This is an optimization exercise on Yosys and OpenROAD, whose aim is small area, not a production implementation.
Only simulation tests tie the RTL to the original design; equivalence was not proved.
No activity file was given, so power comes from the tool's default toggle rates.

==> fjord: inputs <==
// Main
module Main(
	output CAN_TX,
	output txing,
	input CAN_RX,
	input RESET,
	input CLOCK_SIGNAL_IN,
	input send_data,
	input [10:0] address,
	input [63:0] transmit_data
	);
	wire baud_tick, tx_buf, can_bitstuff;
	BaudGen baud_calc(CLOCK_SIGNAL_IN, RESET, baud_tick);
	can_tx tx_block(tx_buf, can_bitstuff, txing, CAN_RX, CAN_TX, address,
		transmit_data, send_data, baud_tick, CLOCK_SIGNAL_IN, RESET);
	tx_container stuffer(CAN_TX, tx_buf, can_bitstuff, CLOCK_SIGNAL_IN);
endmodule
Settings: LEC_CHECK=0, CAP_MARGIN=20, CORE_MARGIN=2, CORE_UTILIZATION=60, CTS_BUF_LIST=sky130_fd_sc_hd__clkbuf_8, SLEW_MARGIN=20, SYNTH_HIERARCHICAL=1, SYNTH_MINIMUM_KEEP_SIZE=0; clock period 10.0 ns.
standard.sh (not shown) runs the stock make flow with config.mk's settings and CLKGATE_MAP_FILE= SYNTH_SCRIPT=/design/flow/synth_recipe.tcl, a recipe that flattens the netlist after the stock synthesis.
==> flow/flow/run.sh <==
#!/bin/bash
# Layout: the standard flow (standard.sh, standard synthesis unchanged) with
#  - each combinational gate downsized to its smallest-area variant after floorplan
#    (flow/downsize.tcl; later repair steps still fix slew, capacitance and timing),
#  - buf_1 as the cell that buffers each input and output port,
#  - power recovery (downsizing of cells with slack) after global routing,
#  - CTS with clkbuf_8 and without dummy loads.
# make's full output goes to flow_make.log in the work folder; ORFS's per-step
# logs are under orfs/logs/.
set -euo pipefail
bash standard.sh \
  POST_FLOORPLAN_TCL="$PWD/flow/downsize.tcl" \
  BUFFER_PORTS_ARGS="-buffer_cell sky130_fd_sc_hd__buf_1" \
  RECOVER_POWER=100 \
  CTS_ARGS="-sink_clustering_enable -repair_clock_nets -buf_list sky130_fd_sc_hd__clkbuf_8 -sink_clustering_size 20 -sink_clustering_max_diameter 200 -dont_use_dummy_load" \
  finish > flow_make.log 2>&1
==> flow/flow/downsize.tcl <==
set n 0
set saved 0.0
foreach inst [get_cells *] {
  set master [get_property $inst ref_name]
  if {![regexp {^(sky130_fd_sc_hd__)([a-z0-9]+)_([0-9]+)$} $master -> pfx base drive]} { continue }
  if {[regexp {^(df|edf|sdf|sedf|dl|buf|clk|conb|tap|fill|decap|diode|ebuf|einv|lpflow|probe|dlygate|dlymetal)} $base]} { continue }
  # leave gates that drive many pins at their size
  set fo 0
  foreach opin [get_pins -of_objects $inst -filter "direction==output"] {
    set net [get_nets -of_objects $opin]
    if {$net ne ""} { set fo [expr {$fo + [llength [get_pins -of_objects $net -filter "direction==input"]]}] }
  }
  if {$fo > 6} { continue }
  set best ""
  set best_area 1e9
  foreach lc [get_lib_cells "*/${pfx}${base}_*"] {
    set lname [get_property $lc name]
    if {![regexp "^${pfx}${base}_\[0-9\]+\$" $lname]} { continue }
    if {[get_property $lc dont_use]} { continue }
    set a [get_property $lc area]
    if {$a < $best_area} { set best_area $a; set best $lname }
  }
  set cur_area [get_property [get_lib_cells "*/$master"] area]
  if {$best ne "" && $best ne $master && $best_area < $cur_area} {
    replace_cell $inst [get_lib_cells "*/$best"]
    incr n
    set saved [expr {$saved + $cur_area - $best_area}]
  }
}
puts "downsize.tcl: resized $n instances, saved [format %.1f $saved] um^2"
==> harbor: changes against fjord <==
--- a/flow/flow/run.sh
+++ b/flow/flow/run.sh
@@ -14,3 +14,3 @@
   RECOVER_POWER=100 \
-  CTS_ARGS="-sink_clustering_enable -repair_clock_nets -buf_list sky130_fd_sc_hd__clkbuf_8 -sink_clustering_size 20 -sink_clustering_max_diameter 200 -dont_use_dummy_load" \
+  CTS_ARGS="-sink_clustering_enable -repair_clock_nets -buf_list sky130_fd_sc_hd__clkbuf_8 -dont_use_dummy_load" \
   finish > flow_make.log 2>&1
Settings changed: CORE_UTILIZATION 60 to 70.
==> delta: changes against fjord <==
--- a/flow/flow/run.sh
+++ b/flow/flow/run.sh
@@ -14,3 +14,3 @@
   RECOVER_POWER=100 \
-  CTS_ARGS="-sink_clustering_enable -repair_clock_nets -buf_list sky130_fd_sc_hd__clkbuf_8 -sink_clustering_size 20 -sink_clustering_max_diameter 200 -dont_use_dummy_load" \
+  CTS_ARGS="-sink_clustering_enable -repair_clock_nets -buf_list sky130_fd_sc_hd__clkbuf_8 -dont_use_dummy_load" \
   finish > flow_make.log 2>&1
==> comparison <==
- Synthesized cell count is the same in harbor and delta.
- In area after synthesis, harbor and fjord do not differ.
- Via count is the same in fjord and delta.
- Of delta and harbor, delta has the higher die area (gap about 16%, measured against harbor).
- Combinational power is about the same in delta and fjord.
- fjord finished with timing, DRC and antenna clean. delta ran to the end with no violations. harbor finished but failed the layout checks on max-capacitance violations, max-slew violations.
- Against harbor, the power of fjord is smaller by 0.39%.
- In maximum frequency, delta and fjord do not differ.
- Clock skew is the same in delta and fjord.
- Against harbor, the first-iteration DRC count of delta is smaller by 21%.
- Of harbor and fjord, fjord has the higher non-clock buffer count (gap 1).
==> figures <==
metric	harbor	fjord	delta
First drt pass iteration count	9	7	7
Wire length after detailed routing	14600 um	14100 um	14100 um
Nonclk buf count	85	86	86
Part of the total power dissipated in combinational logic	0.794	0.796	0.796
Worst-case register-to-register setup slack	3.25 ns	3.40 ns	3.40 ns
Global-route wire length before repair	22200 um	21400 um	21400 um
WP data required	10.14 ns	10.15 ns	10.15 ns
Peak clock frequency supported by timing	130 MHz	132 MHz	132 MHz
Via count	4120	4011	4011
Result of the run	finished with violations	no timing/DRC/antenna violations	no timing/DRC/antenna violations
Violated checks	max-capacitance violations, max-slew violations	-	-
Number of standard cells in the layout, taps in and fillers out	656	681	681
Transition at the pin with the smallest max-transition slack	1.95 ns	1.27 ns	1.27 ns
Sw Pwr	929 uW	922 uW	922 uW
Die X-Extent	85.5 um	92.0 um	92.0 um
Iteration-0 DRC Markers	605	477	477
Vias per Instance	6.28	5.89	5.89
Core area	6390 um^2	7610 um^2	7610 um^2
Number of maximum-capacitance violations	1	0	0
Dpl ws	2.21 ns	2.31 ns	2.31 ns
Sequential Power	244 uW	242 uW	242 uW
Placed cells	650	676	676

## static timing again, ports no longer ideal
The flow's constraints put no driver on any port. The routed layouts listed below were extracted and timed again, unchanged, in two steps.
Step 1, drivers: a clkbuf_16 drives CLOCK_SIGNAL_IN and a buf_2 each remaining input, both assumed.
Step 2 adds t to the input delays and takes it off the output delays; t is the mean of the earliest and latest rising clock arrival at the registers after step 1. Input paths then give back, and output paths get back, about the clock's delay inside the block.
Slacks: ideal / step 1 / step 2; pairs: ideal / step 1.
| run | t, ns | setup slack, ns | worst setup path after step 2 |
|---|---|---|---|
| fjord | 0.319 | 2.425 / 2.423 / 2.104 | input to register |
| harbor | 0.325 | 2.287 / 2.285 / 1.960 | input to register |
| delta | 0.319 | 2.425 / 2.423 / 2.104 | input to register |
The setup slack of harbor, which loses most, moves by -0.002 ns with the drivers and by -0.327 ns with both steps.
